From an optimization exercise on the open Yosys and OpenROAD flow, aimed at small area; shortcuts taken in it are not production practice.
In this exercise RTL edits were held to simulation tests only and were not proved equivalent to the original.
Power is estimated from default activity; no workload was simulated.

== north ==
==> flow/design.v (excerpt) <==
module spi_trx (
    input  wire        clk,
    input  wire        rst_n,
    input  wire [1:0]  df,
    input  wire [12:0] spi_tnum_max,
    input  wire        lsbf,
    input  wire        crc_en,
    input  wire        rxonly,
    input  wire [31:0] crc_poly,
    input  wire [31:0] spi_tx_data,
    output reg  [31:0] tx_crc_data_out,
    output wire        tx_start,
    output wire        tx_num_max_en,
    output reg         tx_crc_en,
    output wire        shift_out,
    input  wire        shift_in,
    output reg  [31:0] rx_crc_data_out,
    output reg  [31:0] spi_rx_data,
    output reg         rx_num_max_en,
    output reg         rx_crc_en,
    output wire        rx_busy
);
genvar g;
wire w8  = (df == 2'b00);
wire w16 = (df == 2'b01);
wire w32 = df[1];
reg  [4:0] cnt;
wire       cnt0 = (cnt == 5'd0);
wire       last = (&cnt[2:0]) & (w8 | (cnt[3] & (w16 | cnt[4])));
wire [4:0] cnt_c = {&cnt[3:0], &cnt[2:0], &cnt[1:0], cnt[0], 1'b1};
wire [4:0] cnt_inc = cnt ^ cnt_c;
wire [4:0] cnt_nx = {cnt_inc[4] & w32, cnt_inc[3] & ~w8, cnt_inc[2:0]};
always @(posedge clk or negedge rst_n) begin
    if (!rst_n)
        cnt <= 5'd0;
    else
        cnt <= cnt_nx;
end
assign rx_busy  = ~cnt0;
assign tx_start = ~rxonly & (cnt == 5'd2);
wire tcnt0 = cnt0 | rxonly;
reg  [12:0] ncnt;
wire        nclr = ~rxonly & ~crc_en;
wire        ninc = cnt0 & ~rx_num_max_en;
wire [13:0] ncy;
wire [12:0] ncnt_pre;
wire [13:0] gcy;
assign ncy[0] = ninc;
assign gcy[0] = 1'b0;
generate
  ...
export LEC_CHECK = 0
export CAP_MARGIN = 0
export CORE_MARGIN = 2
export CORE_UTILIZATION = 60
export SLEW_MARGIN = 0
create_clock -name core_clock -period 5.0 [get_ports {clk}]
standard.sh (not shown) runs the stock make flow with config.mk's settings and CLKGATE_MAP_FILE= SYNTH_SCRIPT=/design/flow/synth_recipe.tcl, a recipe that flattens the netlist after the stock synthesis.
==> flow/flow/run.sh <==
#!/bin/bash
# Standard ORFS flow with these layout choices changed:
#  - synthesis keeps the (combinational) submodules apart while ABC maps
#    them, then flattens as usual; all registers are in the top module, and
#    flip-flops are mapped before ABC runs, so the registers are the standard
#    synthesis's;
#  - ABC maps with an area-oriented script (flow/abc_area.script);
#  - ports are buffered with the smallest buffer, sky130_fd_sc_hd__buf_1;
#  - the clock tree uses small clock buffers and no dummy loads.
set -euo pipefail
W=$PWD
rm -rf "$W/scripts_area"
cp -r "$FLOW_HOME/scripts" "$W/scripts_area"
cp "$W/flow/abc_area.script" "$W/scripts_area/abc_area.script"
ARGS=(
  "SCRIPTS_DIR=$W/scripts_area"
  "ABC_AREA=1"
  "SYNTH_HIERARCHICAL=1"
  "SYNTH_MINIMUM_KEEP_SIZE=0"
  "BUFFER_PORTS_ARGS=-buffer_cell sky130_fd_sc_hd__buf_1"
  "CTS_ARGS=-sink_clustering_enable -repair_clock_nets -buf_list {sky130_fd_sc_hd__clkbuf_4 sky130_fd_sc_hd__clkbuf_8} -dont_use_dummy_load"
)
bash standard.sh "${ARGS[@]}" synth > "$W/synth.log" 2>&1
bash standard.sh "${ARGS[@]}" finish > "$W/layout.log" 2>&1
==> flow/flow/abc_area.script <==
strash
dch
amap
strash
dch
amap
strash
dch
amap
north reached the end of the flow, and the finished layout is clean on the timing, design-rule and antenna checks.
For south, these inputs were changed with respect to north:
Settings: swapping 0 for 5 in CAP_MARGIN; swapping 60 for 40 in CORE_UTILIZATION; swapping 0 for 5 in SLEW_MARGIN.
### Flow results
Initial core utilization was higher in the run labelled north.
Combinational share of power: south vs north — no meaningful difference
south vs. north: total of plain and repair buffers excluding clock buffers went up by 0.96%.
Per the comparison of south with north, number of cells in the finished layout apart from fillers higher, global-route usage moved down.
For final-layout clock-cell area share, north and south come out practically identical.
[south vs north] worst-case setup slack after placement: higher in south
south vs north: worst path setup slack after routing up
Wire length ends up higher on south.
A critical-path cell with the highest stage delay of sky130_fd_sc_hd__or4_1 is what north shows, while sky130_fd_sc_hd__a21oi_2 belongs to south.
Comparing north and south, the lower relative contribution of the clock network to total power is on north.
Input-level comparison between east and south:
Settings: swapping 40 for 60 in CORE_UTILIZATION.
[summary]
Diff east..south | maximum vdd ir drop | negligible
Min die area across east and south: east
east: relative contribution of the clock network to total power is 0.2 points lower than what south reported.
The overall power of the completed layout of south and that of east are within noise of each other.
Total non-filler cell area in the finished layout in east vs south: down 120 um^2

-- afterwards: timing with drivers on the ports --
The flow's constraints put no driver on any port. The routed layouts listed below were extracted and timed again, unchanged, in two steps.
Step 1, drivers: a clkbuf_16 drives clk and a buf_2 each remaining input, both assumed.
Step 2 moves the port delays by t, midway between the first and last clock arrival at a register: inputs arrive t later, outputs are due t later. That takes back most of the time a late clock gives input paths.
Slacks: ideal / step 1 / step 2; pairs: ideal / step 1.
| run | t, ns | setup slack, ns | hold WS [ns] | worst setup path after step 2 |
|---|---|---|---|---|
| north | 0.493 | 0.679 / 0.695 / 0.202 | 0.377 / 0.377 / 0.377 | input to register |
| south | 0.476 | 0.776 / 0.791 / 0.316 | 0.356 / 0.356 / 0.356 | input to register |
| east | 0.493 | 0.679 / 0.695 / 0.202 | 0.377 / 0.377 / 0.377 | input to register |
After both steps every run listed still meets setup and hold.
